Background: an optimization exercise with open tools, aiming at small area. Do not read the settings as production practice.
Function was checked by simulation only, so behaviour that the tests miss may differ from the original.
No activity file was given, so power comes from the tool's default toggle rates.

==> flow/design.v (outline; a module is shown in full before it is edited, if it fits) <==
// module full_adder: 4 lines
// module half_adder: 4 lines
// module mac_row0: 85 lines
// module mac_row1: 113 lines
// module mac_row2: 111 lines
// module mac_row3: 114 lines
// module mac_row4: 114 lines
// module mac_row5: 117 lines
// module mac_fixup: 14 lines
// module systolic_data_setup_unit: 32 lines
// module matrix_multiply_unit: 112 lines
// module mmu_top: 42 lines
module mmu_top
    #(
        parameter int MATRIX_WIDTH = 6
    )(
        input   logic clk,
        input   logic rst,
        input   logic enable,
        input   logic [8*MATRIX_WIDTH-1:0] weight_data,
        input   logic weight_signed,
        input   logic load_weight,
        input   logic [7:0] weight_addr,
        input   logic activate_weight,
        input   logic [8*MATRIX_WIDTH-1:0] data_in,
        input   logic data_signed,
        output  logic [32*MATRIX_WIDTH-1:0] result
    );
  // ...
==> flow/run.sh <==
#!/bin/bash
# synth_recipe.tcl (not shown) runs the flow's synth.tcl, then flattens the netlist and writes it again
# the make line also repeats each setting of config.mk as NAME=value (left out here)
make -C /OpenROAD-flow-scripts/flow DESIGN_CONFIG=/design/flow/config.mk WORK_HOME=/design/flow/orfs CLKGATE_MAP_FILE= SYNTH_SCRIPT=/design/flow/synth_recipe.tcl finish
==> flow/config.mk <==
export PLATFORM = sky130hd
export DESIGN_NAME = mmu_top
export DESIGN_NICKNAME = mmu_top
export VERILOG_FILES = /design/flow/design.v
export SDC_FILE = /design/flow/constraint.sdc
export NUM_CORES = 4
export LEC_CHECK = 0
export CAP_MARGIN = 20
export CORE_MARGIN = 2
export CORE_UTILIZATION = 40
export SLEW_MARGIN = 20
export SYNTH_HIERARCHICAL = 1
export SYNTH_MINIMUM_KEEP_SIZE = 0
==> flow/constraint.sdc <==
create_clock -name core_clock -period 7.0 [get_ports {clk}]
set_input_delay 1.4000 -clock core_clock [delete_from_list [all_inputs] [get_ports {clk}]]
set_output_delay 1.4000 -clock core_clock [all_outputs]
set_load 0.01 [all_outputs]
==> flow_summary.ini, run 1 <==
[synth]
postSynthRegisterBits = 1649
synthMuxAreaShare_pct = 6.308
synth_cell_types = 39
synth_compound_gate_area_share_pct = 0.1271
synth-async-reset-ratio_pct = 0
post_synth_main_area_contributors = fa_1 39%, edfxtp_1 14%, dfxtp_1 13%
synth_edf_count = 702

[clocking]
clk_pin_slew_worst_paths_ns = 0.06
cts_repair_resize_count = 0
clock_tree.root_cell = clkbuf_16
post_cts.repair.setup_buffers = 0
post_cts_hold_buffer_count = 0

[power_and_ir_drop]
powerDensity_nw_per_um2 = 184.9
internal-power_mw = 19.77
power_leader = registers

[sta]
hold_violations = 0
fin_skew_ns = 0.07305
grt_setup_unrepaired = false
slew_violations = 0

[finish]
clockBufferCount = 237
finalNetCount = 14361
final.signal_inverter_count = 31
clock_cell_area_share_pct = 3.985
drive_above_1_share_pct = 5.050

[global_route]
grt.busiest_layer = met2
globalRouteMet2Util_pct = 30.46
met1_track_utilization_from_global_routing_pct = 25.65
grt-ovfl-total = 0

[drt]
route.top_layer_used = met4
via_count = 78348
routed_wirelength_mm = 336.8
length_of_the_first_detailed_routing_pass_in_iterations = 7

[outcome]
run_status = timing/DRC/antenna clean

[floorplan]
chip_width_um = 607.4
die_h_um = 607.4

[worst_setup_path]
worst_setup_path_endpoint = matrix_multiply_unit_tpu_core.g_col[3].u1[12]
slowest_stage = dfxtp_2
r2r_slack_ns = 1.32
worstReg2RegStart = matrix_multiply_unit_tpu_core.d_byte[1][1]

[worst_hold_path]
hold-path-cell-count = 0
==> inputs of run 2 (changes only) <==
--- a/flow/config.mk
+++ b/flow/config.mk
@@ -7,7 +7,8 @@
 export LEC_CHECK = 0
 export CAP_MARGIN = 20
 export CORE_MARGIN = 2
-export CORE_UTILIZATION = 40
+export CORE_UTILIZATION = 55
+export CTS_BUF_LIST = sky130_fd_sc_hd__clkbuf_4 sky130_fd_sc_hd__clkbuf_8
 export SLEW_MARGIN = 20
 export SYNTH_HIERARCHICAL = 1
 export SYNTH_MINIMUM_KEEP_SIZE = 0
==> run 2 against run 1 <==
Die area decreased by 27%. Register-to-register slack lost 0.12 ns. Synthesized area is the same. Utilization rose by 16 points. Combinational power is 1% higher. Power grew 1.6%. Cell count fell by 6.9%. Sequential cell count did not move. Synthesized cell count unchanged.
==> flow_summary.ini, run 2 <==
[outcome]
run_status = timing/DRC/antenna clean

[sta]
slew_violations = 0
hold_violations = 0
fin_skew_ns = 0.06315
min_period_ns = 5.800
fin_crit_sh_pct = 82.86
setup_total_negative_slack_ns = 0
grt_setup_unrepaired = false
worst-slew-pin-transition_ns = 1.162
max_clock_freq_mhz = 172.4
timing.final.setup_violations = 0
timing.max_slew.rel_slack_pct = 22.51

[clocking]
clock_tree.root_cell = clkbuf_8
cts_htree_levels = 5
post_cts_hold_buffer_count = 0
cts_repair_resize_count = 0
clkLatencyLatePin_ns = 0.97
post_cts.repair.setup_buffers = 0
clock_tree_from_tritoncts = yes
numCtsBuffers = 308
numClockSinks = 1649
clk_pin_slew_worst_paths_ns = 0.07
max-clock-path-buffers = 4

[floorplan]
placeableCoreArea_um2 = 263000
die-area_um2 = 269000
chip_width_um = 518.6
row_count = 188
initial_standard_cell_utilization_of_the_core_pct = 55.39
floorplan.io_pins = 303
die_h_um = 518.6

[synth]
post_synth_main_area_contributors = fa_1 39%, edfxtp_1 14%, dfxtp_1 13%
synth_top_family_by_area = adder cells
synth_compound_gate_area_share_pct = 0.1271
synthesized_netlist_cell_count = 11279
synth_edf_count = 702
post_synth.cell_area_avg_um2 = 12.91
synth-async-reset-ratio_pct = 0
post-synth-top-area-fraction_pct = 38.92
synth.top_cells.by_count = 2832 x fa_1, 2362 x and2_1, 960 x buf_4
synthMuxAreaShare_pct = 6.308
ys_seq_area_share_pct = 27.49
synth_ff_type = dfxtp_1
synth_simple_gate_area_share_pct = 15.62
synth_cell_types = 39
yosys.area_share.adder_pct = 44.37
mapped_cell_area_um2 = 145700
postSynthRegisterBits = 1649
synth_warnings = 19
total_nets_after_synthesis = 14856
yosysMostFrequentCell = fa_1
synth_xor_xnor_area_share_pct = 0.1142
netlist.top_cell.by_area = fa_1

[global_route]
grt_pass1_wl_mm = 524.6
grt_antenna_before_repair = 34
maximum_number_of_pins_on_one_net_before_global_route_repair = 162
grt-ovfl-total = 0
first_global_vias = 88233
grt_usage_pct = 25.09

[worst_setup_path]
timing.critical_path.to_type = register
worst_setup_path_start_kind = register
timing.critical_path.fanout_max = 40
r2r_end = matrix_multiply_unit_tpu_core.g_col[2].u1[12]
critical_path.most_common_cell = fa_1
worst_ep_required_time_ns = 7.80
critPathMaxStageDelay_ns = 0.96
cp.buffers_inverters = 1
timing.critical_path.arrival_ns = 6.60
reg2regPathDepth = 13
criticalPathCategory = register to register
slowest_stage = dfxtp_2
timing.critical_path.cells = buf_4 > and2_1 > fa_1 > fa_1 > fa_1 > fa_1 > fa_1 > fa_1 > fa_1 > fa_1 > fa_1 > mux2i_1 > nor2_1
crit_family = adder cells
r2r_slack_ns = 1.20
worstReg2RegStart = matrix_multiply_unit_tpu_core.d_byte[1][2]

[job]
count_of_max_cap_constraint_violations = 0

[power_and_ir_drop]
powerDensity_nw_per_um2 = 189.4
vdd_drop_max_uv = 168.5
fin_total_pwr_mw = 28.95
leakage_nw = 75.56

[finish]
finalNetCount = 14468
reg.largest.list = matrix_multiply_unit_tpu_core.act_w x288, matrix_multiply_unit_tpu_core.pre_w x288
layout_commonest_cell = fa_1
most-common-layout-cells = 2832 x fa_1, 2362 x and2_1, 918 x mux2i_1, 914 x nor2_1, 909 x dfxtp_1
final_core_utilization_pct = 58.12
drive_above_1_share_pct = 6.847
synthToLayoutAreaGrowth_pct = 4.936
final_design_area_no_fill_um2 = 152800

[drt]
detail_route.drc_violations = 0
routed_wire_length_per_instance_um = 22.54
length_of_the_first_detailed_routing_pass_in_iterations = 7
detailedRoute.firstIterationViolations = 4347
routed_wirelength_mm = 330.7
viasPerCell = 5.391
antenna_left = 0
via_count = 79104

[worst_hold_path]
holdPathEnd = matrix_multiply_unit_tpu_core.act_w[0][40]
hold-path-cell-count = 0
hold_path.class = register to register
min-delay-start = matrix_multiply_unit_tpu_core.pre_w[0][40]

[placed_design]
gp_routability_congestion = 0.8329
dp.final_hpwl_mm = 245.4
portBuffers = 302
placedInstanceArea_um2 = 146000
## run 2: changes by cell type in the layout (fill, tap and decap cells not counted), sizes merged
cell / delta
buf: -13
bufinv: +11
clkinvlp: -1
clkinv: +29
diode: -25
clkbuf: +195
inv: -8
## run 2: worst max path at each step
stage / slack, ns / end / from / cells past startpoint
finish: 1.20 / matrix_multiply_unit_tpu_core.g_col[2].u1[12] / matrix_multiply_unit_tpu_core.d_byte[1][2] / 13
detailed placement: 1.23 / matrix_multiply_unit_tpu_core.g_col[2].u1[12] / matrix_multiply_unit_tpu_core.d_byte[1][2] / 13
global placement: 1.27 / matrix_multiply_unit_tpu_core.g_col[2].u1[12] / matrix_multiply_unit_tpu_core.d_byte[1][2] / 13
floorplan: -0.58 / matrix_multiply_unit_tpu_core.pre_s[4] / weight_addr[5] / 2
global route: 0.97 / matrix_multiply_unit_tpu_core.g_col[3].u1[17] / matrix_multiply_unit_tpu_core.d_byte[1][2] / 14
CTS: 1.19 / matrix_multiply_unit_tpu_core.g_col[2].u1[12] / matrix_multiply_unit_tpu_core.d_byte[1][2] / 13
## run 2: routing by layer
| metal | vias to the layer above | part of all wire (%) | track usage, % | wire length (um) |
|---|---|---|---|---|
| li1 | 34710 | - | - | - |
| met1 | 41945 | 47 | 37.66 | 156600 |
| met2 | 1987 | 44 | 37.90 | 146300 |
| met3 | 460 | 5.9 | 4.298 | 19640 |
| met4 | 2 | 2.5 | 6.642 | 8160 |
| met5 | - | 0.0054 | 0 | 18 |
## run 2: logic make-up (layout without fill, tap and decap cells)
| logic type | Yosys count | after routing |
|---|---|---|
| simple gates | 4013 | 4013 |
| fa+ha+maj | 3466 | 3466 |
| flops | 1649 | 1649 |
| buf+inv | 1185 | 1050 |
| mux | 918 | 918 |
| compound gates | 29 | 29 |
| xor+xnor | 19 | 19 |
| other cells | 0 | 15 |
## run 2: modules after synthesis (local to each module, per instance), a selection
module,cell area (um^2),copies in the design,flip-flops and latches,cells
mac_row1,654.4,6,0,101
half_adder,12.51,624,0,1
mac_row5,705.7,6,0,109
full_adder,20.02,2832,0,1
mac_row4,669.4,6,0,103
mac_fixup,158.9,6,0,21
mac_row3,661.9,6,0,102
mac_row0,639.4,6,0,99
mac_row2,670.6,6,0,103
## run 2: through the flow
stage                     instances  setup slack, ns  hold WS [ns]
after floorplan               11279          -0.5785        0.4003
after global placement        14096            1.267        0.4000
after detailed placement      14096            1.230        0.4045
after CTS                     14659            1.193        0.3706
after global routing          14669           0.9731        0.3776
final                         14674            1.200        0.3860
## run 2: cell type report
cell class                 instances  area [um^2]
antenna                           15        37.54
clock buffer                     432         5376
clock inverter                   131         1408
fill                           21390       110100
inverter                          31        117.6
multi-input combinational       8445        96990
sequential                      1649        40090
tap                             3515         4398
timing repair buffer             456         4439
## run 2: power by group
group | switching, mW | total [mW] | internal (mW)
registers | 1.01 | 12.0 | 10.9
logic | 3.56 | 6.61 | 3.05
clock network | 4.37 | 10.4 | 6.00

## what the ideal ports hide
The results above use ideal ports. As a check the final layouts listed here were re-extracted and re-timed, cells and wires unchanged.
Step 1 (the two cells are an assumption about what drives the block):
set clk [get_ports {clk}]
set_driving_cell -lib_cell sky130_fd_sc_hd__clkbuf_16 $clk
set_driving_cell -lib_cell sky130_fd_sc_hd__buf_2 [delete_from_list [all_inputs] $clk]
Step 2 moves the port delays by t, midway between the first and last clock arrival at a register: inputs arrive t later, outputs are due t later. That takes back most of the time a late clock gives input paths.
Slacks: no drivers / after step 1 / after step 2; pairs: no drivers / after step 1.
run	shift t [ns]	setup WS [ns]	pins driven straight from the clock port
run 1	0.963	1.320 / 1.320 / 1.320	1
run 2	1.033	1.200 / 1.200 / 1.200	1
After both steps setup and hold are still met in every run listed.
